From an optimization exercise on the open Yosys and OpenROAD flow, aimed at small area; shortcuts taken in it are not production practice. In this exercise RTL edits were held to simulation tests only and were not proved equivalent to the original. Power and IR drop assume default switching activity.

===== flow/flow/run.sh =====
#!/bin/bash
set -euo pipefail
export CTS_ARGS="-sink_clustering_enable -repair_clock_nets -sink_clustering_size 24 -sink_clustering_max_diameter 40 -buf_list sky130_fd_sc_hd__clkbuf_8 -dont_use_dummy_load"
bash standard.sh > standard.log 2>&1

===== flow/design.v =====
module font_rom (
    input  [5:0] code,
    input  [2:0] row,
    input  [2:0] col,
    output       bit_out
);
    reg b;
    always @(*) begin
        case ({code, row, col})
            12'd66: b = 1'b1;
            12'd67: b = 1'b1;
            12'd73: b = 1'b1;
            12'd74: b = 1'b1;
            12'd75: b = 1'b1;
            12'd76: b = 1'b1;
            12'd80: b = 1'b1;
            12'd81: b = 1'b1;
            12'd84: b = 1'b1;
            12'd85: b = 1'b1;
            12'd88: b = 1'b1;
            12'd89: b = 1'b1;
            12'd92: b = 1'b1;
            12'd93: b = 1'b1;
            12'd96: b = 1'b1;
            12'd97: b = 1'b1;
            12'd98: b = 1'b1;
            12'd99: b = 1'b1;
            12'd100: b = 1'b1;
            12'd101: b = 1'b1;
            12'd104: b = 1'b1;
            12'd105: b = 1'b1;
            12'd108: b = 1'b1;
            12'd109: b = 1'b1;
            12'd112: b = 1'b1;
            12'd113: b = 1'b1;
            12'd116: b = 1'b1;
            12'd117: b = 1'b1;
            12'd128: b = 1'b1;
            12'd129: b = 1'b1;
            12'd130: b = 1'b1;
            12'd131: b = 1'b1;
            12'd132: b = 1'b1;
            12'd133: b = 1'b1;
            12'd137: b = 1'b1;
            12'd138: b = 1'b1;
            12'd141: b = 1'b1;
            12'd142: b = 1'b1;
            12'd145: b = 1'b1;
            12'd146: b = 1'b1;
            12'd149: b = 1'b1;
            12'd150: b = 1'b1;
            12'd153: b = 1'b1;
            12'd154: b = 1'b1;
            12'd155: b = 1'b1;
            12'd156: b = 1'b1;
            12'd157: b = 1'b1;
            12'd161: b = 1'b1;
            12'd162: b = 1'b1;
            12'd165: b = 1'b1;
            12'd166: b = 1'b1;
            12'd169: b = 1'b1;
            12'd170: b = 1'b1;
            12'd173: b = 1'b1;
            12'd174: b = 1'b1;
            12'd176: b = 1'b1;
            12'd177: b = 1'b1;
            12'd178: b = 1'b1;
            12'd179: b = 1'b1;
            12'd180: b = 1'b1;
            12'd181: b = 1'b1;
            12'd194: b = 1'b1;
            12'd195: b = 1'b1;
            12'd196: b = 1'b1;
            12'd197: b = 1'b1;
            12'd201: b = 1'b1;
            12'd202: b = 1'b1;
            12'd205: b = 1'b1;
            12'd206: b = 1'b1;
            12'd208: b = 1'b1;
            12'd209: b = 1'b1;
            12'd216: b = 1'b1;
            12'd217: b = 1'b1;
            12'd224: b = 1'b1;
            12'd225: b = 1'b1;
            12'd233: b = 1'b1;
            12'd234: b = 1'b1;
            12'd237: b = 1'b1;
            12'd238: b = 1'b1;
            12'd242: b = 1'b1;
            12'd243: b = 1'b1;
            12'd244: b = 1'b1;
            12'd245: b = 1'b1;
            12'd256: b = 1'b1;
            12'd257: b = 1'b1;
            12'd258: b = 1'b1;
            12'd259: b = 1'b1;
            12'd260: b = 1'b1;
            12'd265: b = 1'b1;
            12'd266: b = 1'b1;
            12'd268: b = 1'b1;
            12'd269: b = 1'b1;
            12'd273: b = 1'b1;
            12'd274: b = 1'b1;
            12'd277: b = 1'b1;
            12'd278: b = 1'b1;
            12'd281: b = 1'b1;
            12'd282: b = 1'b1;
            12'd285: b = 1'b1;
            12'd286: b = 1'b1;
            12'd289: b = 1'b1;
            12'd290: b = 1'b1;
            12'd293: b = 1'b1;
            12'd294: b = 1'b1;
            12'd297: b = 1'b1;
            12'd298: b = 1'b1;
            12'd300: b = 1'b1;
            12'd301: b = 1'b1;
            12'd304: b = 1'b1;
            12'd305: b = 1'b1;
            12'd306: b = 1'b1;
            12'd307: b = 1'b1;
            12'd308: b = 1'b1;
            12'd320: b = 1'b1;
            12'd321: b = 1'b1;
            12'd322: b = 1'b1;
            12'd323: b = 1'b1;
            12'd324: b = 1'b1;
            12'd325: b = 1'b1;
            12'd326: b = 1'b1;
            12'd329: b = 1'b1;
            12'd330: b = 1'b1;
            12'd334: b = 1'b1;
            12'd337: b = 1'b1;
            12'd338: b = 1'b1;
            12'd340: b = 1'b1;
            12'd345: b = 1'b1;
            12'd346: b = 1'b1;
            12'd347: b = 1'b1;
            12'd348: b = 1'b1;
            12'd353: b = 1'b1;
            12'd354: b = 1'b1;
            12'd356: b = 1'b1;
            12'd361: b = 1'b1;
            12'd362: b = 1'b1;
            12'd366: b = 1'b1;
            12'd368: b = 1'b1;
            12'd369: b = 1'b1;
            12'd370: b = 1'b1;
            12'd371: b = 1'b1;
            12'd372: b = 1'b1;
            12'd373: b = 1'b1;
            12'd374: b = 1'b1;
            12'd384: b = 1'b1;
            12'd385: b = 1'b1;
            12'd386: b = 1'b1;
            12'd387: b = 1'b1;
            12'd388: b = 1'b1;
            12'd389: b = 1'b1;
            12'd390: b = 1'b1;
            12'd393: b = 1'b1;
            12'd394: b = 1'b1;
            12'd398: b = 1'b1;
            12'd401: b = 1'b1;
            12'd402: b = 1'b1;
            12'd404: b = 1'b1;
            12'd409: b = 1'b1;
            12'd410: b = 1'b1;
            12'd411: b = 1'b1;
            12'd412: b = 1'b1;
            12'd417: b = 1'b1;
            12'd418: b = 1'b1;
            12'd420: b = 1'b1;
            12'd425: b = 1'b1;
            12'd426: b = 1'b1;
            12'd432: b = 1'b1;
            12'd433: b = 1'b1;
            12'd434: b = 1'b1;
            12'd435: b = 1'b1;
            12'd450: b = 1'b1;
            12'd451: b = 1'b1;
            12'd452: b = 1'b1;
            12'd453: b = 1'b1;
            12'd457: b = 1'b1;
            12'd458: b = 1'b1;
            12'd461: b = 1'b1;
            12'd462: b = 1'b1;
            12'd464: b = 1'b1;
            12'd465: b = 1'b1;
            12'd472: b = 1'b1;
            12'd473: b = 1'b1;
            12'd480: b = 1'b1;
            12'd481: b = 1'b1;
            12'd484: b = 1'b1;
            12'd485: b = 1'b1;
            12'd486: b = 1'b1;
            12'd489: b = 1'b1;
            12'd490: b = 1'b1;
            12'd493: b = 1'b1;
            12'd494: b = 1'b1;
            12'd498: b = 1'b1;
            12'd499: b = 1'b1;
            12'd500: b = 1'b1;
            12'd501: b = 1'b1;
            12'd502: b = 1'b1;
            12'd512: b = 1'b1;
            12'd513: b = 1'b1;
            12'd516: b = 1'b1;
            12'd517: b = 1'b1;
            12'd520: b = 1'b1;
            12'd521: b = 1'b1;
            12'd524: b = 1'b1;
            12'd525: b = 1'b1;
            12'd528: b = 1'b1;
            12'd529: b = 1'b1;
            12'd532: b = 1'b1;
            12'd533: b = 1'b1;
            12'd536: b = 1'b1;
            12'd537: b = 1'b1;
            12'd538: b = 1'b1;
            12'd539: b = 1'b1;
            12'd540: b = 1'b1;
            12'd541: b = 1'b1;
            12'd544: b = 1'b1;
            12'd545: b = 1'b1;
            12'd548: b = 1'b1;
            12'd549: b = 1'b1;
            12'd552: b = 1'b1;
            12'd553: b = 1'b1;
            12'd556: b = 1'b1;
            12'd557: b = 1'b1;
            12'd560: b = 1'b1;
            12'd561: b = 1'b1;
            12'd564: b = 1'b1;
            12'd565: b = 1'b1;
            12'd577: b = 1'b1;
            12'd578: b = 1'b1;
            12'd579: b = 1'b1;
            12'd580: b = 1'b1;
            12'd586: b = 1'b1;
            12'd587: b = 1'b1;
            12'd594: b = 1'b1;
            12'd595: b = 1'b1;
            12'd602: b = 1'b1;
            12'd603: b = 1'b1;
            12'd610: b = 1'b1;
            12'd611: b = 1'b1;
            12'd618: b = 1'b1;
            12'd619: b = 1'b1;
            12'd625: b = 1'b1;
            12'd626: b = 1'b1;
            12'd627: b = 1'b1;
            12'd628: b = 1'b1;
            12'd643: b = 1'b1;
            12'd644: b = 1'b1;
            12'd645: b = 1'b1;
            12'd646: b = 1'b1;
            12'd652: b = 1'b1;
            12'd653: b = 1'b1;
            12'd660: b = 1'b1;
            12'd661: b = 1'b1;
            12'd668: b = 1'b1;
            12'd669: b = 1'b1;
            12'd672: b = 1'b1;
            12'd673: b = 1'b1;
            12'd676: b = 1'b1;
            12'd677: b = 1'b1;
            12'd680: b = 1'b1;
            12'd681: b = 1'b1;
            12'd684: b = 1'b1;
            12'd685: b = 1'b1;
            12'd689: b = 1'b1;
            12'd690: b = 1'b1;
            12'd691: b = 1'b1;
            12'd692: b = 1'b1;
            12'd704: b = 1'b1;
            12'd705: b = 1'b1;
            12'd706: b = 1'b1;
            12'd709: b = 1'b1;
            12'd710: b = 1'b1;
            12'd713: b = 1'b1;
            12'd714: b = 1'b1;
            12'd717: b = 1'b1;
            12'd718: b = 1'b1;
            12'd721: b = 1'b1;
            12'd722: b = 1'b1;
            12'd724: b = 1'b1;
            12'd725: b = 1'b1;
            12'd729: b = 1'b1;
            12'd730: b = 1'b1;
            12'd731: b = 1'b1;
            12'd732: b = 1'b1;
            12'd737: b = 1'b1;
            12'd738: b = 1'b1;
            12'd740: b = 1'b1;
            12'd741: b = 1'b1;
            12'd745: b = 1'b1;
            12'd746: b = 1'b1;
            12'd749: b = 1'b1;
            12'd750: b = 1'b1;
            12'd752: b = 1'b1;
            12'd753: b = 1'b1;
            12'd754: b = 1'b1;
            12'd757: b = 1'b1;
            12'd758: b = 1'b1;
            12'd768: b = 1'b1;
            12'd769: b = 1'b1;
            12'd770: b = 1'b1;
            12'd771: b = 1'b1;
            12'd777: b = 1'b1;
            12'd778: b = 1'b1;
            12'd785: b = 1'b1;
            12'd786: b = 1'b1;
            12'd793: b = 1'b1;
            12'd794: b = 1'b1;
            12'd801: b = 1'b1;
            12'd802: b = 1'b1;
            12'd806: b = 1'b1;
            12'd809: b = 1'b1;
            12'd810: b = 1'b1;
            12'd813: b = 1'b1;
            12'd814: b = 1'b1;
            12'd816: b = 1'b1;
            12'd817: b = 1'b1;
            12'd818: b = 1'b1;
            12'd819: b = 1'b1;
            12'd820: b = 1'b1;
            12'd821: b = 1'b1;
            12'd822: b = 1'b1;
            12'd832: b = 1'b1;
            12'd833: b = 1'b1;
            12'd837: b = 1'b1;
            12'd838: b = 1'b1;
            12'd840: b = 1'b1;
            12'd841: b = 1'b1;
            12'd842: b = 1'b1;
            12'd844: b = 1'b1;
            12'd845: b = 1'b1;
            12'd846: b = 1'b1;
            12'd848: b = 1'b1;
            12'd849: b = 1'b1;
            12'd850: b = 1'b1;
            12'd851: b = 1'b1;
            12'd852: b = 1'b1;
            12'd853: b = 1'b1;
            12'd854: b = 1'b1;
            12'd856: b = 1'b1;
            12'd857: b = 1'b1;
            12'd858: b = 1'b1;
            12'd859: b = 1'b1;
            12'd860: b = 1'b1;
            12'd861: b = 1'b1;
            12'd862: b = 1'b1;
            12'd864: b = 1'b1;
            12'd865: b = 1'b1;
            12'd867: b = 1'b1;
            12'd869: b = 1'b1;
            12'd870: b = 1'b1;
            12'd872: b = 1'b1;
            12'd873: b = 1'b1;
            12'd877: b = 1'b1;
            12'd878: b = 1'b1;
            12'd880: b = 1'b1;
            12'd881: b = 1'b1;
            12'd885: b = 1'b1;
            12'd886: b = 1'b1;
            12'd896: b = 1'b1;
            12'd897: b = 1'b1;
            12'd901: b = 1'b1;
            12'd902: b = 1'b1;
            12'd904: b = 1'b1;
            12'd905: b = 1'b1;
            12'd906: b = 1'b1;
            12'd909: b = 1'b1;
            12'd910: b = 1'b1;
            12'd912: b = 1'b1;
            12'd913: b = 1'b1;
            12'd914: b = 1'b1;
            12'd915: b = 1'b1;
            12'd917: b = 1'b1;
            12'd918: b = 1'b1;
            12'd920: b = 1'b1;
            12'd921: b = 1'b1;
            12'd923: b = 1'b1;
            12'd924: b = 1'b1;
            12'd925: b = 1'b1;
            12'd926: b = 1'b1;
            12'd928: b = 1'b1;
            12'd929: b = 1'b1;
            12'd932: b = 1'b1;
            12'd933: b = 1'b1;
            12'd934: b = 1'b1;
            12'd936: b = 1'b1;
            12'd937: b = 1'b1;
            12'd941: b = 1'b1;
            12'd942: b = 1'b1;
            12'd944: b = 1'b1;
            12'd945: b = 1'b1;
            12'd949: b = 1'b1;
            12'd950: b = 1'b1;
            12'd962: b = 1'b1;
            12'd963: b = 1'b1;
            12'd964: b = 1'b1;
            12'd969: b = 1'b1;
            12'd970: b = 1'b1;
            12'd972: b = 1'b1;
            12'd973: b = 1'b1;
            12'd976: b = 1'b1;
            12'd977: b = 1'b1;
            12'd981: b = 1'b1;
            12'd982: b = 1'b1;
            12'd984: b = 1'b1;
            12'd985: b = 1'b1;
            12'd989: b = 1'b1;
            12'd990: b = 1'b1;
            12'd992: b = 1'b1;
            12'd993: b = 1'b1;
            12'd997: b = 1'b1;
            12'd998: b = 1'b1;
            12'd1001: b = 1'b1;
            12'd1002: b = 1'b1;
            12'd1004: b = 1'b1;
            12'd1005: b = 1'b1;
            12'd1010: b = 1'b1;
            12'd1011: b = 1'b1;
            12'd1012: b = 1'b1;
            12'd1024: b = 1'b1;
            12'd1025: b = 1'b1;
            12'd1026: b = 1'b1;
            12'd1027: b = 1'b1;
            12'd1028: b = 1'b1;
            12'd1029: b = 1'b1;
            12'd1033: b = 1'b1;
            12'd1034: b = 1'b1;
            12'd1037: b = 1'b1;
            12'd1038: b = 1'b1;
            12'd1041: b = 1'b1;
            12'd1042: b = 1'b1;
            12'd1045: b = 1'b1;
            12'd1046: b = 1'b1;
            12'd1049: b = 1'b1;
            12'd1050: b = 1'b1;
            12'd1051: b = 1'b1;
            12'd1052: b = 1'b1;
            12'd1053: b = 1'b1;
            12'd1057: b = 1'b1;
            12'd1058: b = 1'b1;
            12'd1065: b = 1'b1;
            12'd1066: b = 1'b1;
            12'd1072: b = 1'b1;
            12'd1073: b = 1'b1;
            12'd1074: b = 1'b1;
            12'd1075: b = 1'b1;
            12'd1089: b = 1'b1;
            12'd1090: b = 1'b1;
            12'd1091: b = 1'b1;
            12'd1092: b = 1'b1;
            12'd1096: b = 1'b1;
            12'd1097: b = 1'b1;
            12'd1100: b = 1'b1;
            12'd1101: b = 1'b1;
            12'd1104: b = 1'b1;
            12'd1105: b = 1'b1;
            12'd1108: b = 1'b1;
            12'd1109: b = 1'b1;
            12'd1112: b = 1'b1;
            12'd1113: b = 1'b1;
            12'd1116: b = 1'b1;
            12'd1117: b = 1'b1;
            12'd1120: b = 1'b1;
            12'd1121: b = 1'b1;
            12'd1123: b = 1'b1;
            12'd1124: b = 1'b1;
            12'd1125: b = 1'b1;
            12'd1129: b = 1'b1;
            12'd1130: b = 1'b1;
            12'd1131: b = 1'b1;
            12'd1132: b = 1'b1;
            12'd1139: b = 1'b1;
            12'd1140: b = 1'b1;
            12'd1141: b = 1'b1;
            12'd1152: b = 1'b1;
            12'd1153: b = 1'b1;
            12'd1154: b = 1'b1;
            12'd1155: b = 1'b1;
            12'd1156: b = 1'b1;
            12'd1157: b = 1'b1;
            12'd1161: b = 1'b1;
            12'd1162: b = 1'b1;
            12'd1165: b = 1'b1;
            12'd1166: b = 1'b1;
            12'd1169: b = 1'b1;
            12'd1170: b = 1'b1;
            12'd1173: b = 1'b1;
            12'd1174: b = 1'b1;
            12'd1177: b = 1'b1;
            12'd1178: b = 1'b1;
            12'd1179: b = 1'b1;
            12'd1180: b = 1'b1;
            12'd1181: b = 1'b1;
            12'd1185: b = 1'b1;
            12'd1186: b = 1'b1;
            12'd1188: b = 1'b1;
            12'd1189: b = 1'b1;
            12'd1193: b = 1'b1;
            12'd1194: b = 1'b1;
            12'd1197: b = 1'b1;
            12'd1198: b = 1'b1;
            12'd1200: b = 1'b1;
            12'd1201: b = 1'b1;
            12'd1202: b = 1'b1;
            12'd1205: b = 1'b1;
            12'd1206: b = 1'b1;
            12'd1217: b = 1'b1;
            12'd1218: b = 1'b1;
            12'd1219: b = 1'b1;
            12'd1220: b = 1'b1;
            12'd1224: b = 1'b1;
            12'd1225: b = 1'b1;
            12'd1228: b = 1'b1;
            12'd1229: b = 1'b1;
            12'd1232: b = 1'b1;
            12'd1233: b = 1'b1;
            12'd1234: b = 1'b1;
            12'd1241: b = 1'b1;
            12'd1242: b = 1'b1;
            12'd1243: b = 1'b1;
            12'd1251: b = 1'b1;
            12'd1252: b = 1'b1;
            12'd1253: b = 1'b1;
            12'd1256: b = 1'b1;
            12'd1257: b = 1'b1;
            12'd1260: b = 1'b1;
            12'd1261: b = 1'b1;
            12'd1265: b = 1'b1;
            12'd1266: b = 1'b1;
            12'd1267: b = 1'b1;
            12'd1268: b = 1'b1;
            12'd1280: b = 1'b1;
            12'd1281: b = 1'b1;
            12'd1282: b = 1'b1;
            12'd1283: b = 1'b1;
            12'd1284: b = 1'b1;
            12'd1285: b = 1'b1;
            12'd1288: b = 1'b1;
            12'd1290: b = 1'b1;
            12'd1291: b = 1'b1;
            12'd1293: b = 1'b1;
            12'd1298: b = 1'b1;
            12'd1299: b = 1'b1;
            12'd1306: b = 1'b1;
            12'd1307: b = 1'b1;
            12'd1314: b = 1'b1;
            12'd1315: b = 1'b1;
            12'd1322: b = 1'b1;
            12'd1323: b = 1'b1;
            12'd1329: b = 1'b1;
            12'd1330: b = 1'b1;
            12'd1331: b = 1'b1;
            12'd1332: b = 1'b1;
            12'd1344: b = 1'b1;
            12'd1345: b = 1'b1;
            12'd1348: b = 1'b1;
            12'd1349: b = 1'b1;
            12'd1352: b = 1'b1;
            12'd1353: b = 1'b1;
            12'd1356: b = 1'b1;
            12'd1357: b = 1'b1;
            12'd1360: b = 1'b1;
            12'd1361: b = 1'b1;
            12'd1364: b = 1'b1;
            12'd1365: b = 1'b1;
            12'd1368: b = 1'b1;
            12'd1369: b = 1'b1;
            12'd1372: b = 1'b1;
            12'd1373: b = 1'b1;
            12'd1376: b = 1'b1;
            12'd1377: b = 1'b1;
            12'd1380: b = 1'b1;
            12'd1381: b = 1'b1;
            12'd1384: b = 1'b1;
            12'd1385: b = 1'b1;
            12'd1388: b = 1'b1;
            12'd1389: b = 1'b1;
            12'd1392: b = 1'b1;
            12'd1393: b = 1'b1;
            12'd1394: b = 1'b1;
            12'd1395: b = 1'b1;
            12'd1396: b = 1'b1;
            12'd1397: b = 1'b1;
            12'd1408: b = 1'b1;
            12'd1409: b = 1'b1;
            12'd1412: b = 1'b1;
            12'd1413: b = 1'b1;
            12'd1416: b = 1'b1;
            12'd1417: b = 1'b1;
            12'd1420: b = 1'b1;
            12'd1421: b = 1'b1;
            12'd1424: b = 1'b1;
            12'd1425: b = 1'b1;
            12'd1428: b = 1'b1;
            12'd1429: b = 1'b1;
            12'd1432: b = 1'b1;
            12'd1433: b = 1'b1;
            12'd1436: b = 1'b1;
            12'd1437: b = 1'b1;
            12'd1440: b = 1'b1;
            12'd1441: b = 1'b1;
            12'd1444: b = 1'b1;
            12'd1445: b = 1'b1;
            12'd1449: b = 1'b1;
            12'd1450: b = 1'b1;
            12'd1451: b = 1'b1;
            12'd1452: b = 1'b1;
            12'd1458: b = 1'b1;
            12'd1459: b = 1'b1;
            12'd1472: b = 1'b1;
            12'd1473: b = 1'b1;
            12'd1477: b = 1'b1;
            12'd1478: b = 1'b1;
            12'd1480: b = 1'b1;
            12'd1481: b = 1'b1;
            12'd1485: b = 1'b1;
            12'd1486: b = 1'b1;
            12'd1488: b = 1'b1;
            12'd1489: b = 1'b1;
            12'd1493: b = 1'b1;
            12'd1494: b = 1'b1;
            12'd1496: b = 1'b1;
            12'd1497: b = 1'b1;
            12'd1499: b = 1'b1;
            12'd1501: b = 1'b1;
            12'd1502: b = 1'b1;
            12'd1504: b = 1'b1;
            12'd1505: b = 1'b1;
            12'd1506: b = 1'b1;
            12'd1507: b = 1'b1;
            12'd1508: b = 1'b1;
            12'd1509: b = 1'b1;
            12'd1510: b = 1'b1;
            12'd1512: b = 1'b1;
            12'd1513: b = 1'b1;
            12'd1514: b = 1'b1;
            12'd1516: b = 1'b1;
            12'd1517: b = 1'b1;
            12'd1518: b = 1'b1;
            12'd1520: b = 1'b1;
            12'd1521: b = 1'b1;
            12'd1525: b = 1'b1;
            12'd1526: b = 1'b1;
            12'd1536: b = 1'b1;
            12'd1537: b = 1'b1;
            12'd1541: b = 1'b1;
            12'd1542: b = 1'b1;
            12'd1544: b = 1'b1;
            12'd1545: b = 1'b1;
            12'd1549: b = 1'b1;
            12'd1550: b = 1'b1;
            12'd1553: b = 1'b1;
            12'd1554: b = 1'b1;
            12'd1556: b = 1'b1;
            12'd1557: b = 1'b1;
            12'd1562: b = 1'b1;
            12'd1563: b = 1'b1;
            12'd1564: b = 1'b1;
            12'd1570: b = 1'b1;
            12'd1571: b = 1'b1;
            12'd1572: b = 1'b1;
            12'd1577: b = 1'b1;
            12'd1578: b = 1'b1;
            12'd1580: b = 1'b1;
            12'd1581: b = 1'b1;
            12'd1584: b = 1'b1;
            12'd1585: b = 1'b1;
            12'd1589: b = 1'b1;
            12'd1590: b = 1'b1;
            12'd1600: b = 1'b1;
            12'd1601: b = 1'b1;
            12'd1604: b = 1'b1;
            12'd1605: b = 1'b1;
            12'd1608: b = 1'b1;
            12'd1609: b = 1'b1;
            12'd1612: b = 1'b1;
            12'd1613: b = 1'b1;
            12'd1616: b = 1'b1;
            12'd1617: b = 1'b1;
            12'd1620: b = 1'b1;
            12'd1621: b = 1'b1;
            12'd1625: b = 1'b1;
            12'd1626: b = 1'b1;
            12'd1627: b = 1'b1;
            12'd1628: b = 1'b1;
            12'd1634: b = 1'b1;
            12'd1635: b = 1'b1;
            12'd1642: b = 1'b1;
            12'd1643: b = 1'b1;
            12'd1649: b = 1'b1;
            12'd1650: b = 1'b1;
            12'd1651: b = 1'b1;
            12'd1652: b = 1'b1;
            12'd1664: b = 1'b1;
            12'd1665: b = 1'b1;
            12'd1666: b = 1'b1;
            12'd1667: b = 1'b1;
            12'd1668: b = 1'b1;
            12'd1669: b = 1'b1;
            12'd1670: b = 1'b1;
            12'd1672: b = 1'b1;
            12'd1673: b = 1'b1;
            12'd1677: b = 1'b1;
            12'd1678: b = 1'b1;
            12'd1680: b = 1'b1;
            12'd1684: b = 1'b1;
            12'd1685: b = 1'b1;
            12'd1691: b = 1'b1;
            12'd1692: b = 1'b1;
            12'd1698: b = 1'b1;
            12'd1699: b = 1'b1;
            12'd1702: b = 1'b1;
            12'd1705: b = 1'b1;
            12'd1706: b = 1'b1;
            12'd1709: b = 1'b1;
            12'd1710: b = 1'b1;
            12'd1712: b = 1'b1;
            12'd1713: b = 1'b1;
            12'd1714: b = 1'b1;
            12'd1715: b = 1'b1;
            12'd1716: b = 1'b1;
            12'd1717: b = 1'b1;
            12'd1718: b = 1'b1;
            12'd1729: b = 1'b1;
            12'd1730: b = 1'b1;
            12'd1731: b = 1'b1;
            12'd1732: b = 1'b1;
            12'd1733: b = 1'b1;
            12'd1736: b = 1'b1;
            12'd1737: b = 1'b1;
            12'd1741: b = 1'b1;
            12'd1742: b = 1'b1;
            12'd1744: b = 1'b1;
            12'd1745: b = 1'b1;
            12'd1748: b = 1'b1;
            12'd1749: b = 1'b1;
            12'd1750: b = 1'b1;
            12'd1752: b = 1'b1;
            12'd1753: b = 1'b1;
            12'd1755: b = 1'b1;
            12'd1756: b = 1'b1;
            12'd1757: b = 1'b1;
            12'd1758: b = 1'b1;
            12'd1760: b = 1'b1;
            12'd1761: b = 1'b1;
            12'd1762: b = 1'b1;
            12'd1763: b = 1'b1;
            12'd1765: b = 1'b1;
            12'd1766: b = 1'b1;
            12'd1768: b = 1'b1;
            12'd1769: b = 1'b1;
            12'd1770: b = 1'b1;
            12'd1773: b = 1'b1;
            12'd1774: b = 1'b1;
            12'd1777: b = 1'b1;
            12'd1778: b = 1'b1;
            12'd1779: b = 1'b1;
            12'd1780: b = 1'b1;
            12'd1781: b = 1'b1;
            12'd1794: b = 1'b1;
            12'd1795: b = 1'b1;
            12'd1801: b = 1'b1;
            12'd1802: b = 1'b1;
            12'd1803: b = 1'b1;
            12'd1810: b = 1'b1;
            12'd1811: b = 1'b1;
            12'd1818: b = 1'b1;
            12'd1819: b = 1'b1;
            12'd1826: b = 1'b1;
            12'd1827: b = 1'b1;
            12'd1834: b = 1'b1;
            12'd1835: b = 1'b1;
            12'd1840: b = 1'b1;
            12'd1841: b = 1'b1;
            12'd1842: b = 1'b1;
            12'd1843: b = 1'b1;
            12'd1844: b = 1'b1;
            12'd1845: b = 1'b1;
            12'd1857: b = 1'b1;
            12'd1858: b = 1'b1;
            12'd1859: b = 1'b1;
            12'd1860: b = 1'b1;
            12'd1864: b = 1'b1;
            12'd1865: b = 1'b1;
            12'd1868: b = 1'b1;
            12'd1869: b = 1'b1;
            12'd1876: b = 1'b1;
            12'd1877: b = 1'b1;
            12'd1882: b = 1'b1;
            12'd1883: b = 1'b1;
            12'd1884: b = 1'b1;
            12'd1889: b = 1'b1;
            12'd1890: b = 1'b1;
            12'd1896: b = 1'b1;
            12'd1897: b = 1'b1;
            12'd1900: b = 1'b1;
            12'd1901: b = 1'b1;
            12'd1904: b = 1'b1;
            12'd1905: b = 1'b1;
            12'd1906: b = 1'b1;
            12'd1907: b = 1'b1;
            12'd1908: b = 1'b1;
            12'd1909: b = 1'b1;
            12'd1921: b = 1'b1;
            12'd1922: b = 1'b1;
            12'd1923: b = 1'b1;
            12'd1924: b = 1'b1;
            12'd1928: b = 1'b1;
            12'd1929: b = 1'b1;
            12'd1932: b = 1'b1;
            12'd1933: b = 1'b1;
            12'd1940: b = 1'b1;
            12'd1941: b = 1'b1;
            12'd1946: b = 1'b1;
            12'd1947: b = 1'b1;
            12'd1948: b = 1'b1;
            12'd1956: b = 1'b1;
            12'd1957: b = 1'b1;
            12'd1960: b = 1'b1;
            12'd1961: b = 1'b1;
            12'd1964: b = 1'b1;
            12'd1965: b = 1'b1;
            12'd1969: b = 1'b1;
            12'd1970: b = 1'b1;
            12'd1971: b = 1'b1;
            12'd1972: b = 1'b1;
            12'd1987: b = 1'b1;
            12'd1988: b = 1'b1;
            12'd1989: b = 1'b1;
            12'd1994: b = 1'b1;
            12'd1995: b = 1'b1;
            12'd1996: b = 1'b1;
            12'd1997: b = 1'b1;
            12'd2001: b = 1'b1;
            12'd2002: b = 1'b1;
            12'd2004: b = 1'b1;
            12'd2005: b = 1'b1;
            12'd2008: b = 1'b1;
            12'd2009: b = 1'b1;
            12'd2012: b = 1'b1;
            12'd2013: b = 1'b1;
            12'd2016: b = 1'b1;
            12'd2017: b = 1'b1;
            12'd2018: b = 1'b1;
            12'd2019: b = 1'b1;
            12'd2020: b = 1'b1;
            12'd2021: b = 1'b1;
            12'd2022: b = 1'b1;
            12'd2028: b = 1'b1;
            12'd2029: b = 1'b1;
            12'd2035: b = 1'b1;
            12'd2036: b = 1'b1;
            12'd2037: b = 1'b1;
            12'd2038: b = 1'b1;
            12'd2048: b = 1'b1;
            12'd2049: b = 1'b1;
            12'd2050: b = 1'b1;
            12'd2051: b = 1'b1;
            12'd2052: b = 1'b1;
            12'd2053: b = 1'b1;
            12'd2056: b = 1'b1;
            12'd2057: b = 1'b1;
            12'd2064: b = 1'b1;
            12'd2065: b = 1'b1;
            12'd2066: b = 1'b1;
            12'd2067: b = 1'b1;
            12'd2068: b = 1'b1;
            12'd2076: b = 1'b1;
            12'd2077: b = 1'b1;
            12'd2084: b = 1'b1;
            12'd2085: b = 1'b1;
            12'd2088: b = 1'b1;
            12'd2089: b = 1'b1;
            12'd2092: b = 1'b1;
            12'd2093: b = 1'b1;
            12'd2097: b = 1'b1;
            12'd2098: b = 1'b1;
            12'd2099: b = 1'b1;
            12'd2100: b = 1'b1;
            12'd2114: b = 1'b1;
            12'd2115: b = 1'b1;
            12'd2116: b = 1'b1;
            12'd2121: b = 1'b1;
            12'd2122: b = 1'b1;
            12'd2128: b = 1'b1;
            12'd2129: b = 1'b1;
            12'd2136: b = 1'b1;
            12'd2137: b = 1'b1;
            12'd2138: b = 1'b1;
            12'd2139: b = 1'b1;
            12'd2140: b = 1'b1;
            12'd2144: b = 1'b1;
            12'd2145: b = 1'b1;
            12'd2148: b = 1'b1;
            12'd2149: b = 1'b1;
            12'd2152: b = 1'b1;
            12'd2153: b = 1'b1;
            12'd2156: b = 1'b1;
            12'd2157: b = 1'b1;
            12'd2161: b = 1'b1;
            12'd2162: b = 1'b1;
            12'd2163: b = 1'b1;
            12'd2164: b = 1'b1;
            12'd2176: b = 1'b1;
            12'd2177: b = 1'b1;
            12'd2178: b = 1'b1;
            12'd2179: b = 1'b1;
            12'd2180: b = 1'b1;
            12'd2181: b = 1'b1;
            12'd2184: b = 1'b1;
            12'd2185: b = 1'b1;
            12'd2188: b = 1'b1;
            12'd2189: b = 1'b1;
            12'd2196: b = 1'b1;
            12'd2197: b = 1'b1;
            12'd2203: b = 1'b1;
            12'd2204: b = 1'b1;
            12'd2210: b = 1'b1;
            12'd2211: b = 1'b1;
            12'd2218: b = 1'b1;
            12'd2219: b = 1'b1;
            12'd2226: b = 1'b1;
            12'd2227: b = 1'b1;
            12'd2241: b = 1'b1;
            12'd2242: b = 1'b1;
            12'd2243: b = 1'b1;
            12'd2244: b = 1'b1;
            12'd2248: b = 1'b1;
            12'd2249: b = 1'b1;
            12'd2252: b = 1'b1;
            12'd2253: b = 1'b1;
            12'd2256: b = 1'b1;
            12'd2257: b = 1'b1;
            12'd2260: b = 1'b1;
            12'd2261: b = 1'b1;
            12'd2265: b = 1'b1;
            12'd2266: b = 1'b1;
            12'd2267: b = 1'b1;
            12'd2268: b = 1'b1;
            12'd2272: b = 1'b1;
            12'd2273: b = 1'b1;
            12'd2276: b = 1'b1;
            12'd2277: b = 1'b1;
            12'd2280: b = 1'b1;
            12'd2281: b = 1'b1;
            12'd2284: b = 1'b1;
            12'd2285: b = 1'b1;
            12'd2289: b = 1'b1;
            12'd2290: b = 1'b1;
            12'd2291: b = 1'b1;
            12'd2292: b = 1'b1;
            12'd2305: b = 1'b1;
            12'd2306: b = 1'b1;
            12'd2307: b = 1'b1;
            12'd2308: b = 1'b1;
            12'd2312: b = 1'b1;
            12'd2313: b = 1'b1;
            12'd2316: b = 1'b1;
            12'd2317: b = 1'b1;
            12'd2320: b = 1'b1;
            12'd2321: b = 1'b1;
            12'd2324: b = 1'b1;
            12'd2325: b = 1'b1;
            12'd2329: b = 1'b1;
            12'd2330: b = 1'b1;
            12'd2331: b = 1'b1;
            12'd2332: b = 1'b1;
            12'd2333: b = 1'b1;
            12'd2340: b = 1'b1;
            12'd2341: b = 1'b1;
            12'd2347: b = 1'b1;
            12'd2348: b = 1'b1;
            12'd2353: b = 1'b1;
            12'd2354: b = 1'b1;
            12'd2355: b = 1'b1;
            12'd2410: b = 1'b1;
            12'd2411: b = 1'b1;
            12'd2418: b = 1'b1;
            12'd2419: b = 1'b1;
            12'd2474: b = 1'b1;
            12'd2475: b = 1'b1;
            12'd2482: b = 1'b1;
            12'd2483: b = 1'b1;
            12'd2489: b = 1'b1;
            12'd2490: b = 1'b1;
            12'd2497: b = 1'b1;
            12'd2498: b = 1'b1;
            12'd2499: b = 1'b1;
            12'd2500: b = 1'b1;
            12'd2504: b = 1'b1;
            12'd2505: b = 1'b1;
            12'd2508: b = 1'b1;
            12'd2509: b = 1'b1;
            12'd2516: b = 1'b1;
            12'd2517: b = 1'b1;
            12'd2523: b = 1'b1;
            12'd2524: b = 1'b1;
            12'd2530: b = 1'b1;
            12'd2531: b = 1'b1;
            12'd2546: b = 1'b1;
            12'd2547: b = 1'b1;
            12'd2563: b = 1'b1;
            12'd2564: b = 1'b1;
            12'd2570: b = 1'b1;
            12'd2571: b = 1'b1;
            12'd2572: b = 1'b1;
            12'd2573: b = 1'b1;
            12'd2578: b = 1'b1;
            12'd2579: b = 1'b1;
            12'd2580: b = 1'b1;
            12'd2581: b = 1'b1;
            12'd2587: b = 1'b1;
            12'd2588: b = 1'b1;
            12'd2595: b = 1'b1;
            12'd2596: b = 1'b1;
            12'd2611: b = 1'b1;
            12'd2612: b = 1'b1;
            12'd2629: b = 1'b1;
            12'd2630: b = 1'b1;
            12'd2636: b = 1'b1;
            12'd2637: b = 1'b1;
            12'd2643: b = 1'b1;
            12'd2644: b = 1'b1;
            12'd2650: b = 1'b1;
            12'd2651: b = 1'b1;
            12'd2657: b = 1'b1;
            12'd2658: b = 1'b1;
            12'd2664: b = 1'b1;
            12'd2665: b = 1'b1;
            12'd2672: b = 1'b1;
            12'd2688: b = 1'b1;
            12'd2689: b = 1'b1;
            12'd2697: b = 1'b1;
            12'd2698: b = 1'b1;
            12'd2706: b = 1'b1;
            12'd2707: b = 1'b1;
            12'd2715: b = 1'b1;
            12'd2716: b = 1'b1;
            12'd2724: b = 1'b1;
            12'd2725: b = 1'b1;
            12'd2733: b = 1'b1;
            12'd2734: b = 1'b1;
            12'd2742: b = 1'b1;
            12'd2800: b = 1'b1;
            12'd2801: b = 1'b1;
            12'd2802: b = 1'b1;
            12'd2803: b = 1'b1;
            12'd2804: b = 1'b1;
            12'd2805: b = 1'b1;
            12'd2806: b = 1'b1;
            12'd2807: b = 1'b1;
            12'd2840: b = 1'b1;
            12'd2841: b = 1'b1;
            12'd2842: b = 1'b1;
            12'd2843: b = 1'b1;
            12'd2844: b = 1'b1;
            12'd2845: b = 1'b1;
            12'd2883: b = 1'b1;
            12'd2884: b = 1'b1;
            12'd2891: b = 1'b1;
            12'd2892: b = 1'b1;
            12'd2899: b = 1'b1;
            12'd2900: b = 1'b1;
            12'd2907: b = 1'b1;
            12'd2908: b = 1'b1;
            12'd2915: b = 1'b1;
            12'd2916: b = 1'b1;
            12'd2923: b = 1'b1;
            12'd2924: b = 1'b1;
            12'd2931: b = 1'b1;
            12'd2932: b = 1'b1;
            12'd2945: b = 1'b1;
            12'd2946: b = 1'b1;
            12'd2947: b = 1'b1;
            12'd2948: b = 1'b1;
            12'd2952: b = 1'b1;
            12'd2953: b = 1'b1;
            12'd2956: b = 1'b1;
            12'd2957: b = 1'b1;
            12'd2960: b = 1'b1;
            12'd2961: b = 1'b1;
            12'd2964: b = 1'b1;
            12'd2965: b = 1'b1;
            12'd2968: b = 1'b1;
            12'd2969: b = 1'b1;
            12'd2972: b = 1'b1;
            12'd2973: b = 1'b1;
            12'd2977: b = 1'b1;
            12'd2978: b = 1'b1;
            12'd2979: b = 1'b1;
            12'd2980: b = 1'b1;
            12'd3018: b = 1'b1;
            12'd3019: b = 1'b1;
            12'd3026: b = 1'b1;
            12'd3027: b = 1'b1;
            12'd3050: b = 1'b1;
            12'd3051: b = 1'b1;
            12'd3058: b = 1'b1;
            12'd3059: b = 1'b1;
            12'd3073: b = 1'b1;
            12'd3074: b = 1'b1;
            12'd3081: b = 1'b1;
            12'd3082: b = 1'b1;
            12'd3088: b = 1'b1;
            12'd3089: b = 1'b1;
            default: b = 1'b0;
        endcase
    end
    assign bit_out = b;
endmodule
module svo_tmds (
	input clk, resetn, de,
	input [1:0] ctrl,
	input din,
	output reg [9:0] dout0,
	output reg [9:0] dout12
);
	reg signed [3:0] cnt;
	reg [3:0] q_out;
	wire neg = cnt[3];
	always @(posedge clk) begin
		if (!resetn) begin
			cnt <= 0;
			q_out <= 0;
		end else if (!de) begin
			cnt <= 0;
			q_out <= {2'b01, ctrl};
		end else begin
			cnt <= neg ? cnt + (din ? 4'sd3 : 4'sd5) : cnt - 4'sd4;
			q_out <= {2'b10, neg, din};
		end
	end
	reg [9:0] data_word;
	always @(*) begin
		case (q_out[1:0])
			2'b00: data_word = 10'h100;
			2'b01: data_word = 10'h200;
			2'b10: data_word = 10'h3ff;
			2'b11: data_word = 10'h0ff;
		endcase
		if (q_out[3]) begin
			dout0 = data_word;
			dout12 = data_word;
		end else if (q_out[2]) begin
			case (q_out[1:0])
				2'b00: dout0 = 10'b1101010100;
				2'b01: dout0 = 10'b0010101011;
				2'b10: dout0 = 10'b0101010100;
				2'b11: dout0 = 10'b1010101011;
			endcase
			dout12 = 10'b1101010100;
		end else begin
			dout0 = 10'b0;
			dout12 = 10'b0;
		end
	end
endmodule
`timescale 1ns / 1ps
module svo_enc (
	input clk, resetn,
	output [9:0] disp_x,
	output [8:0] disp_y,
	output [3:0] rd_col,
	output [2:0] rd_grid_y,
	output de,
	output [1:0] ctrl,    
	output text           
);
	reg [10:0] hx;
	reg [9:0] ln;
	always @(posedge clk) begin
		if (!resetn) begin
			hx <= 11'd1214;
			ln <= 10'd720;
		end else begin
			hx <= (hx == 11'd1663) ? 11'd0 : hx + 11'd1;
			if (hx == 11'd1023)
				ln <= (ln == 10'd747) ? 10'd0 : ln + 10'd1;
		end
	end
	assign disp_x = hx[10] ? 10'd0 : hx[9:0];
	assign disp_y = ln[9] ? 9'd0 : ln[8:0];
	wire [10:0] hx_inc = hx + 11'd1;
	assign rd_col = hx_inc[10] ? 4'd0 : hx_inc[9:6];
	wire [9:0] ln_next = (hx == 11'd1023) ? ((ln == 10'd747) ? 10'd0 : ln + 10'd1) : ln;
	assign rd_grid_y = ln_next[9] ? 3'd0 : ln_next[8:6];
	wire late    = hx >= 11'd1024 && hx < 11'd1225;
	wire blank_h = hx >= 11'd1225 && hx < 11'd1609;
	wire hsync   = hx >= 11'd1289 && hx < 11'd1417;
	wire text_h  = hx >= 11'd9 && hx < 11'd1033;
	wire blank_v = late ? (ln >= 10'd721 || ln == 10'd0) : (ln >= 10'd720);
	wire vsync   = late ? (ln >= 10'd724 && ln < 10'd729) : (ln >= 10'd723 && ln < 10'd728);
	wire text_v  = late ? (ln >= 10'd1 && ln < 10'd513) : (ln < 10'd512);
	assign de = !(blank_h || blank_v);
	assign ctrl = {vsync, hsync};
	assign text = text_h && text_v;
endmodule
`timescale 1ns / 1ps
module svo_canvas (
    input            clk,
    input            resetn,
    input            user_clk,
    input      [2:0] user_data_3,
    input      [9:0] display_x,
    input      [8:0] display_y,
    input      [3:0] rd_col,
    input      [2:0] rd_grid_y,
    output           pixel
);
    reg [2:0] user_clk_q;
    wire user_clk_rise = user_clk_q[1] && !user_clk_q[2];
    wire user_clk_fall = !user_clk_q[1] && user_clk_q[2];
    reg       write_clk;
    reg       load_upper;
    reg [5:0] user_data_6;
    reg [6:0] last_pos;
    reg       any_wr;
    reg       two_wr;
    reg       enable_read_offset;
    reg [2:0] read_offset;
    wire       do_write = user_clk_rise && !write_clk;
    wire [6:0] wr_pos   = two_wr ? last_pos + 7'd1 : 7'd0;
    always @(posedge clk) begin
        if (!resetn) begin
            user_clk_q <= 0;
            write_clk <= 0;
            load_upper <= 0;
            user_data_6 <= 0;
            last_pos <= 0;
            any_wr <= 0;
            two_wr <= 0;
            enable_read_offset <= 0;
            read_offset <= 0;
        end else begin
            user_clk_q <= { user_clk_q[1:0], user_clk };
            if (user_clk_rise)
                write_clk <= !write_clk;
            if (user_clk_fall) begin
                load_upper <= !load_upper;
                if (load_upper)
                    user_data_6[5:3] <= user_data_3;
                else
                    user_data_6[2:0] <= user_data_3;
            end
            if (do_write) begin
                last_pos <= wr_pos;
                any_wr <= 1;
                two_wr <= any_wr;
                if (wr_pos == 7'd127)
                    enable_read_offset <= 1;
                if (enable_read_offset && wr_pos[3:0] == 0)
                    read_offset <= read_offset + 1;
            end
        end
    end
    wire [2:0] rd_row = rd_grid_y + read_offset;
    wire [6:0] rd_pos = { rd_row, rd_col };
    wire [2:0] lw_row = last_pos[6:4];
    wire [3:0] lw_col = last_pos[3:0];
    wire rd_valid = two_wr && ((rd_row < lw_row) ||
                               (rd_row == lw_row && rd_col <= lw_col) ||
                               (enable_read_offset && rd_row > lw_row));
    reg [3:0]  ph;
    reg [95:0] ring [0:7];
    reg        pa_v, pb_v;
    reg [5:0]  pa_d, pb_d;
    wire [6:0] pa_pos = last_pos;
    wire [6:0] pb_pos = last_pos - 7'd1;
    wire commit_a = pa_v && (pa_pos[3:0] ^ {pa_pos[4], 3'b000}) == ph;
    wire commit_b = pb_v && (pb_pos[3:0] ^ {pb_pos[4], 3'b000}) == ph;
    wire mem_write = do_write && any_wr;    
    reg [5:0] ring_in [0:7];
    integer r;
    always @(*) begin
        for (r = 0; r < 8; r = r + 1) begin
            if (commit_a && pa_pos[6:4] == r)
                ring_in[r] = pa_d;
            else if (commit_b && pb_pos[6:4] == r)
                ring_in[r] = pb_d;
            else
                ring_in[r] = ring[r][5:0];
        end
    end
    always @(posedge clk) begin
        for (r = 0; r < 8; r = r + 1)
            ring[r] <= { ring_in[r], ring[r][95:6] };
    end
    always @(posedge clk) begin
        if (!resetn) begin
            ph <= 0;
            pa_v <= 0;
            pb_v <= 0;
        end else begin
            ph <= ph + 4'd1;
            if (mem_write) begin
                pa_v <= 1;
                pa_d <= user_data_6;
                pb_v <= pa_v && !commit_a;
                pb_d <= pa_d;
            end else begin
                if (commit_a) pa_v <= 0;
                if (commit_b) pb_v <= 0;
            end
        end
    end
    wire [3:0] c  = display_x[9:6];
    wire [2:0] g  = display_y[8:6];
    wire [2:0] r0 = g + read_offset;
    wire [3:0] c1 = c + 4'd1;
    wire odd = r0[0];
    wire at_c   = ph == c;
    wire at_c8  = ph == (c ^ 4'd8);
    wire at_c1  = ph == c1;
    wire at_c18 = ph == (c1 ^ 4'd8);
    wire [2:0] row_sel = (odd == (at_c8 || at_c18)) ? r0 : r0 + 3'd1;
    wire [5:0] tap = ring_in[row_sel];
    reg  [5:0] x00, x10, x01, x11;
    wire [5:0] f00 = (odd ? at_c8  : at_c ) ? tap : x00;
    wire [5:0] f10 = (odd ? at_c   : at_c8) ? tap : x10;
    wire [5:0] f01 = (odd ? at_c18 : at_c1) ? tap : x01;
    wire [5:0] f11 = (odd ? at_c1 : at_c18) ? tap : x11;
    wire colchg = rd_col != c;
    wire scroll = do_write && enable_read_offset && wr_pos[3:0] == 0;
    always @(posedge clk) begin
        x00 <= scroll ? (colchg ? f11 : f10) : (colchg ? f01 : f00);
        x10 <= colchg ? f11 : f10;
        x01 <= scroll ? f11 : f01;
        x11 <= f11;
    end
    wire [5:0] rd_data = (pa_v && rd_pos == pa_pos) ? pa_d :
                         (pb_v && rd_pos == pb_pos) ? pb_d :
                         colchg ? f01 : f00;
    reg  [5:0] char_code_q;
    reg        pix_q;
    wire       font_bit;
    font_rom font_bitmaps (
        .code(char_code_q),
        .row(display_y[5:3]),
        .col(display_x[5:3]),
        .bit_out(font_bit)
    );
    always @(posedge clk) begin
        if (!resetn) begin
            char_code_q <= 0;
            pix_q <= 0;
        end else begin
            char_code_q <= rd_valid ? rd_data : 6'd0;
            pix_q <= font_bit;
        end
    end
    reg [8:0] pix_d;
    always @(posedge clk)
        pix_d <= { pix_d[7:0], pix_q };
    assign pixel = pix_d[8];
endmodule
`timescale 1ns / 1ps
module hdmi_text_top (
	input clk,
	input resetn,
	input user_clk,
	input [2:0] user_data_3,
	output [9:0] tmds_ch0,
	output [9:0] tmds_ch1,
	output [9:0] tmds_ch2
);
	reg [5:0] resetn_clk_pixel_q;
	always @(posedge clk)
		resetn_clk_pixel_q <= {resetn_clk_pixel_q, resetn};
	wire clk_pixel_resetn = resetn_clk_pixel_q[5];
	wire [9:0] display_x;
	wire [8:0] display_y;
	wire [3:0] rd_col;
	wire [2:0] rd_grid_y;
	wire de, text, pixel;
	wire [1:0] ctrl;
	svo_enc svo_enc (
		.clk(clk),
		.resetn(clk_pixel_resetn),
		.disp_x(display_x),
		.disp_y(display_y),
		.rd_col(rd_col),
		.rd_grid_y(rd_grid_y),
		.de(de),
		.ctrl(ctrl),
		.text(text)
	);
	svo_canvas svo_canvas (
		.clk(clk),
		.resetn(resetn),
		.user_clk(user_clk),
		.user_data_3(user_data_3),
		.display_x(display_x),
		.display_y(display_y),
		.rd_col(rd_col),
		.rd_grid_y(rd_grid_y),
		.pixel(pixel)
	);
	wire [9:0] tmds_ch12;
	svo_tmds svo_tmds (
		.clk(clk),
		.resetn(clk_pixel_resetn),
		.de(de),
		.ctrl(ctrl),
		.din(text && pixel),
		.dout0(tmds_ch0),
		.dout12(tmds_ch12)
	);
	assign tmds_ch1 = tmds_ch12;
	assign tmds_ch2 = tmds_ch12;
endmodule

===== flow/config.mk =====
export PLATFORM = sky130hd
export DESIGN_NAME = hdmi_text_top
export DESIGN_NICKNAME = hdmi_text_top
export VERILOG_FILES = /design/flow/design.v
export SDC_FILE = /design/flow/constraint.sdc
export NUM_CORES = 4
export LEC_CHECK = 0
export ABC_AREA = 1
export CAP_MARGIN = 20
export CORE_MARGIN = 2
export CORE_UTILIZATION = 40
export SLEW_MARGIN = 20

===== flow/constraint.sdc =====
create_clock -name core_clock -period 10.0 [get_ports {clk}]
set_input_delay 2.0000 -clock core_clock [delete_from_list [all_inputs] [get_ports {clk}]]
set_output_delay 2.0000 -clock core_clock [all_outputs]
set_load 0.01 [all_outputs]

===== flow/standard.sh =====
#!/bin/bash
# synth_recipe.tcl (not shown) runs the flow's synth.tcl, then flattens the netlist and writes it again
# the make line also repeats each setting of config.mk as NAME=value (left out here)
make -C /OpenROAD-flow-scripts/flow DESIGN_CONFIG=/design/flow/config.mk WORK_HOME=/design/flow/orfs CLKGATE_MAP_FILE= SYNTH_SCRIPT=/design/flow/synth_recipe.tcl "${@:-finish}"

==> results.yml, run 1 <==
worst_setup_path:
  crit_arrival_ps: 5640
  ff2ff_setup_slack_ps: 4870
  crit_path_end_kind: "flop"
  r2r_end: "svo_canvas.char_code_q[5]$_SDFF_PN0_"
  criticalPathCategory: "reg2reg"
  timing.critical_path.mode_cell: "nand2_1"
  reg2regPathDepth: 28
  cp_slowest_stage_delay_ps: 470
  r2r_start: "svo_enc.hx[0]$_SDFF_PP0_"
  crit_required_ps: 10510
  critPathLaunchType: "flop"
  path_max_fanout: 9
  critPathSlowestCell: "dfxtp_1"
hold_path:
  min_path_cells: 0
  hold_start: "svo_canvas.ring[7][94]$_DFF_P_"
  hold_path.class: "reg2reg"
  hold_end: "svo_canvas.ring[7][88]$_DFF_P_"
pwr:
  static-leakage-power_uw: 0.01175
  vdd_drop_max_v: 0.00008516
  power_density_nw_per_um2: 200.7
  power_uw: 5604
timing:
  finalCritPeriodShare_pct: 51.33
  finalHoldViolCount: 0
  fmax_mhz: 194.8
  tightest_slew_ps: 959.4
  maxSlewViolCount: 0
  rsz0062_at_grt: "false"
  tns_ps: 0
  fin_skew_ps: 96.35
  relSlewSlack_pct: 35.80
  setup_viol: 0
  fin_crit_ps: 5133
cells_and_area:
  final_layout_size_suffix_gt1_share_pct: 8.022
  area_growth_pct: 9.168
  nFillCells: 5920
  fin_nets: 2546
  final_common_cell: "dfxtp_1"
  mostFrequentLayoutCells: "873 x dfxtp_1, 431 x nand2_1, 193 x inv_1"
synthesis:
  yosys.area_share.simple_pct: 15.39
  synth_cell_types: 59
  synth.avg_cell_area_sq_um: 10.55
  netlist.top_cell.by_area: "dfxtp_1"
  synth_top_flop_cell: "dfxtp_1"
  synth-edff-count: 12
  synth_compound_area_share_pct: 6.825
  yosysTopAreaCellShare_pct: 68.33
  syn_area_sq_um: 25580
  yosys-top-cells-area: "dfxtp_1 68%, nand2_1 6.3%, nand3_1 3.3%, inv_1 2.8%, a21oi_1 2.2%"
  synthCells: 2425
  synth_warnings: 7
  synth-seq-cells: 885
  yosys.area_share.adder_pct: 2.290
  ys_seq_area_share_pct: 69.74
  synth-xor-area-share_pct: 0.9833
  synth_top_family_by_area: "simple AND/OR/NAND/NOR gates"
  synth-async-reset-ratio_pct: 0
  synth_nets: 2476
  muxShareOfSynthArea_pct: 0.03914
route:
  wirelength_microns: 54360
  dr_wl_met2_microns: 25190
  m1WireLength_microns: 24350
  first_pass_iters: 6
  route.met3.wl_microns: 2410
  drt.antenna.violating_nets: 0
  top_layer_used: "met4"
  vias_per_cell: 4.751
  vias: 15870
  drc: 0
  drt_iter0_drc: 948
  post_drt_wl_per_cell_microns: 16.27
clock_network:
  clock_path_buffers: 3
  clk_pin_slew_ps: 100
  cts_tree: "yes"
  holdBufCountCts: 0
  clock_sinks: 885
  h-tree-depth: 3
  ctsResizeCount: 0
  numCtsBuffers: 89
  cts_setup_buffers: 0
  clk_latency_ps: 700
  root_buffer: "clkbuf_8"
floorplanning:
  rows: 92
  core_sq_um: 63200
  die_w_microns: 256.9
  dieArea_sq_um: 65980
  die_y_microns: 256.9
  num_io_pins: 36
  initial_core_util_pct: 40.47
global_routing:
  grt_max_degree: 40
  grt_overflow: 0
  grt_pass1_wl_microns: 84910
  antenna_found_initial: 1
  grt_pass1_vias: 15482
  track_usage_pct: 16.44
flow_run:
  drv_cap: 0
placed_design:
  numPortBuffers: 35
  gp_congestion: 0.9491
  hpwl_microns: 38700
outcome:
  status: "finished clean"
cells by family after synthesis:
family / after synthesis
xor+xnor: 27
compound gates: 303
flops: 885
fa+ha+maj: 45
simple gates: 881
buf+inv: 283
mux: 1
report_power, final:
part / switching [uW] / internal [uW]
clock network: 1020 / 788
logic: 120 / 87.4
registers: 25.2 / 3570
total: 1160 / 4440
cells in the mapped netlist (18+ instances only):
| cell | number |
|---|---|
| a21oi_1 | 112 |
| nand4_1 | 19 |
| nand2_1 | 431 |
| nand3_1 | 170 |
| nor3_1 | 25 |
| nand2_2 | 19 |
| ha_1 | 42 |
| clkbuf_1 | 27 |
| o21ai_0 | 87 |
| buf_4 | 22 |
| o21ai_1 | 18 |
| dfxtp_1 | 873 |
| inv_1 | 193 |
| nor2_1 | 143 |
| nor2_2 | 19 |
registers in the layout (all words and copies together) (netlist names), 4 cells and up:
| signal | flops |
|---|---|
| svo_canvas.pix_d | 9 |
| svo_canvas.x00 | 6 |
| resetn_clk_pixel_q | 6 |
| svo_canvas.ring | 768 |
| svo_canvas.ph | 4 |
| svo_tmds.cnt | 4 |
| svo_enc.ln | 10 |
| svo_canvas.x01 | 6 |
| svo_canvas.pa_d | 6 |
| svo_enc.hx | 11 |
| svo_canvas.x11 | 6 |
| svo_canvas.pb_d | 6 |
| svo_canvas.user_data_6 | 6 |
| svo_canvas.x10 | 6 |
| svo_canvas.last_pos | 7 |
| svo_canvas.char_code_q | 6 |
| svo_tmds.q_out | 4 |
worst max-delay path: cells and delay by family, from the launching register on:
family	cells	cell delay [ps]
buffers and inverters	5	570
AO/OA/AOI/OAI	4	480
AND/OR/NAND/NOR	15	2380
flip-flops	1	470
XOR/XNOR	1	160
adder cells (fa/ha/maj)	3	940
worst max-delay path by stage:
stage,from,to,slack (ps),depth (start not counted)
floorplan,svo_enc.hx[0]$_SDFF_PP0_,svo_canvas.char_code_q[1]$_SDFF_PN0_,5730,28
global placement,svo_enc.hx[0]$_SDFF_PP0_,svo_canvas.char_code_q[1]$_SDFF_PN0_,5290,28
detailed placement,svo_enc.hx[0]$_SDFF_PP0_,svo_canvas.char_code_q[5]$_SDFF_PN0_,4990,28
CTS,svo_enc.hx[0]$_SDFF_PP0_,svo_canvas.char_code_q[1]$_SDFF_PN0_,4890,28
global route,svo_enc.hx[0]$_SDFF_PP0_,svo_canvas.char_code_q[5]$_SDFF_PN0_,4100,28
finish,svo_enc.hx[0]$_SDFF_PP0_,svo_canvas.char_code_q[5]$_SDFF_PN0_,4870,28
metal layers:
layer	global-route usage, %	vias to the layer above
met4	8.802	0
met5	0	-
met2	26.98	420
met3	2.827	143
met1	20.72	7410
li1	-	7897
stage by stage:
| step | hold WS, ps | utilization [%] | instance area [sq um] | instances | setup WS [ps] |
|---|---|---|---|---|---|
| after detailed placement | 312.1 | 42.24 | 26690 | 3250 | 4986 |
| after global placement | 309.5 | 42.24 | 26690 | 3250 | 5294 |
| after CTS | 223.5 | 44.18 | 27920 | 3339 | 4885 |
| after floorplan | 309.6 | - | 25580 | 2425 | 5735 |
| final | 231.7 | 44.18 | 27920 | 3340 | 4867 |
| after global routing | 226.6 | 44.18 | 27920 | 3340 | 4101 |
area by class of cell:
type | instances | area (sq um) | share of cell area [%]
Sequential cell | 885 | 17840 | 63.89
Multi-Input combinational cell | 1257 | 6533 | 23.40
Clock buffer | 89 | 1225 | 4.387
Tap cell | 846 | 1059 | 3.791
Inverter | 213 | 809.5 | 2.899
Timing Repair Buffer | 49 | 455.4 | 1.631
Antenna cell | 1 | 2.502 | 0.008963
==> run 2, diff against run 1 <==
==> flow/flow/run.sh (replaced) <==
#!/bin/bash
set -euo pipefail
export CTS_ARGS="-sink_clustering_enable -repair_clock_nets -sink_clustering_size 40 -sink_clustering_max_diameter 60 -buf_list sky130_fd_sc_hd__clkbuf_16 -dont_use_dummy_load"
bash standard.sh > standard.log 2>&1
==> run 2 against run 1 <==
Net effect:
- critical path depth unchanged
- total power decreased by 1.3%
- hold slack improved by 2.7 ps
- synthesized cell count unchanged
- non-clock buffer count unchanged
- clock-buffer cell count decreased by 47
- register-to-register slack about the same
- sequential power about the same
- combinational power about the same
- final cell count decreased by 1.4%
- final area decreased by 0.63%
- wire length decreased by 0.83%
- largest cell class unchanged
==> results.yml, run 2 <==
synthesis:
  syn_area_sq_um: 25580
  yosysMostFrequentCell: "dfxtp_1"
  synth-xor-area-share_pct: 0.9833
  yosysTopAreaCellShare_pct: 68.33
  yosys-top-cells-area: "dfxtp_1 68%, nand2_1 6.3%, nand3_1 3.3%, inv_1 2.8%, a21oi_1 2.2%"
  synth-edff-count: 12
  yosys.area_share.simple_pct: 15.39
  synthCells: 2425
  synth_top_family_by_area: "simple AND/OR/NAND/NOR gates"
  synth_cell_types: 59
  ys_seq_area_share_pct: 69.74
  synth_nets: 2476
  synth-async-reset-ratio_pct: 0
  muxShareOfSynthArea_pct: 0.03914
  netlist.top_cell.by_area: "dfxtp_1"
  synth_top_flop_cell: "dfxtp_1"
  yosys-top-cells-count: "873 x dfxtp_1, 431 x nand2_1, 193 x inv_1"
  synth-seq-cells: 885
  synth.avg_cell_area_sq_um: 10.55
  synth_warnings: 7
  yosys.area_share.adder_pct: 2.290
  synth_compound_area_share_pct: 6.825
timing:
  maxSlewViolCount: 0
  tightest_slew_ps: 974.9
  rsz0062_at_grt: "false"
  worst_slack_ps: 4870
  fin_skew_ps: 84.45
  finalHoldViolCount: 0
  tns_ps: 0
  fmax_mhz: 194.9
  setup_viol: 0
  relSlewSlack_pct: 34.77
  fin_crit_ps: 5130
  finalCritPeriodShare_pct: 51.30
pwr:
  vdd_drop_max_v: 0.0001132
  static-leakage-power_uw: 0.01163
  power_density_nw_per_um2: 199.3
worst_setup_path:
  criticalPathCategory: "reg2reg"
  cp_slowest_stage_delay_ps: 460
  crit_family: "simple AND/OR/NAND/NOR gates"
  critPathSlowestCell: "dfxtp_1"
  reg2regPathDepth: 28
  path_buf_inv: 5
  ff2ff_setup_slack_ps: 4870
  r2r_start: "svo_enc.hx[0]$_SDFF_PP0_"
  crit_arrival_ps: 5540
  r2r_end: "svo_canvas.char_code_q[5]$_SDFF_PN0_"
  crit_path_end_kind: "flop"
  timing.critical_path.mode_cell: "nand2_1"
  path_max_fanout: 9
  critPathLaunchType: "flop"
  crit_required_ps: 10410
cells_and_area:
  final_common_cell: "dfxtp_1"
  final_layout_size_suffix_gt1_share_pct: 6.255
  area_growth_pct: 8.478
  reg_top3: "svo_canvas.ring x768, svo_enc.hx x11, svo_enc.ln x10"
  diodes: 0
  nFillCells: 5921
  mostFrequentLayoutCells: "873 x dfxtp_1, 431 x nand2_1, 193 x inv_1"
  regMostFlops: "svo_canvas.ring"
  largest_register_ffs: 768
  fin_nets: 2499
  post-route-util_pct: 43.90
global_routing:
  grt_max_degree: 41
  met2_usage_pct: 26.92
  grt_util_met1_pct: 20.86
  grt_overflow: 0
  track_usage_pct: 16.14
  top_usage_layer: "met2"
  grt_use_met3_pct: 2.344
  grt_pass1_wl_microns: 83900
  grt_pass1_vias: 14991
  antenna_found_initial: 0
floorplanning:
  initial_core_util_pct: 40.47
  num_io_pins: 36
  rows: 92
  die_w_microns: 256.9
  core_sq_um: 63200
  dieArea_sq_um: 65980
  die_y_microns: 256.9
flow_run:
  drv_cap: 0
placed_design:
  gp_congestion: 0.9491
  dp_slack_ps: 4986
  hpwl_microns: 38700
  numPortBuffers: 35
hold_path:
  hold_start: "svo_canvas.ring[1][55]$_DFF_P_"
  hold_path.class: "reg2reg"
  hold_end: "svo_canvas.ring[1][49]$_DFF_P_"
  min_path_cells: 0
clock_network:
  holdBufCountCts: 0
  clock_sinks: 885
  ctsResizeCount: 0
  h-tree-depth: 2
  numCtsBuffers: 42
  root_buffer: "clkbuf_16"
  clock_path_buffers: 3
  cts_tree: "yes"
  cts_setup_buffers: 0
  clk_latency_ps: 610
  clk_pin_slew_ps: 120
route:
  first_pass_iters: 7
  drt.antenna.violating_nets: 0
  drc: 0
  vias_per_cell: 4.759
  drt_iter0_drc: 1000
  post_drt_wl_per_cell_microns: 16.37
  vias: 15668
  wirelength_microns: 53900
outcome:
  status: "finished clean"
-- run 2: final cells by class --
| class | count | area (sq um) | area share [%] |
|---|---|---|---|
| Multi-Input combinational cell | 1257 | 6533 | 23.55 |
| Tap cell | 846 | 1059 | 3.815 |
| Clock buffer | 42 | 1051 | 3.788 |
| Inverter | 213 | 809.5 | 2.918 |
| Sequential cell | 885 | 17840 | 64.29 |
| Timing Repair Buffer | 49 | 455.4 | 1.642 |
-- run 2: stage by stage --
stage,total power (uW),cells,hold slack (ps),cell area [sq um]
3_5_place_dp,3880,3250,312.1,26690
6_report,5529,3292,234.4,27740
2_1_floorplan,3816,2425,309.6,25580
5_1_grt,5742,3292,233.8,27740
3_3_place_gp,3873,3250,309.5,26690
4_1_cts,5594,3292,237.7,27740
-- run 2: kinds of logic after synthesis --
family	after synthesis
muxes	1
AOI/OAI and AO/OA	303
xor gates and xnor gates	27
and+or+nand+nor	881
adders and majority gates	45
buffers and inverters	283
DFF	885
-- run 2: power breakdown --
part           internal, uW  total, uW  switching, uW
clock network           751       1730            978
logic                  87.4        207            120
registers              3570       3590           25.4
total                  4410       5530           1120
-- run 2: worst max-delay path by stage --
stage	start	end	slack, ps	cells past startpoint
5_1_grt	svo_enc.hx[0]$_SDFF_PP0_	svo_canvas.char_code_q[5]$_SDFF_PN0_	4130	28
3_5_place_dp	svo_enc.hx[0]$_SDFF_PP0_	svo_canvas.char_code_q[5]$_SDFF_PN0_	4990	28
3_3_place_gp	svo_enc.hx[0]$_SDFF_PP0_	svo_canvas.char_code_q[1]$_SDFF_PN0_	5290	28
6_report	svo_enc.hx[0]$_SDFF_PP0_	svo_canvas.char_code_q[5]$_SDFF_PN0_	4870	28
2_1_floorplan	svo_enc.hx[0]$_SDFF_PP0_	svo_canvas.char_code_q[1]$_SDFF_PN0_	5730	28
4_1_cts	svo_enc.hx[0]$_SDFF_PP0_	svo_canvas.char_code_q[5]$_SDFF_PN0_	4910	28
-- run 2: routing by layer --
| metal | vias to the layer above | wire length (microns) | part of all wire [%] |
|---|---|---|---|
| li1 | 7804 | - | - |
| met1 | 7354 | 24600 | 46 |
| met4 | 0 | 2318 | 4.3 |
| met5 | - | 0 | 0 |
| met2 | 366 | 24800 | 46 |
| met3 | 144 | 2180 | 4.0 |

==> what the ideal ports hide <==
How much do the figures lean on ideal ports? The routed layouts below were timed once more, with nothing changed but the port constraints. Step 1 assumes that a clkbuf_16 drives the clock port and a buf_2 every other input. Step 2 also shifts input and output timing later by t, the mid clock arrival at the registers, as if the neighbouring blocks saw the same clock. a / b / c = no drivers / after step 1 / after step 2; a / b = the first two.
run	shift t [ns]	setup WS [ns]	worst setup path after step 2	latest minus earliest clock arrival (ns)	slew at the worst register clock pin (ns)
run 1	0.705	4.867 / 4.867 / 4.867	register to register	0.097 / 0.096	0.12 / 0.12
run 2	0.618	4.870 / 4.870 / 4.870	register to register	0.097 / 0.096	0.12 / 0.12
After both steps setup and hold are still met in every run listed.
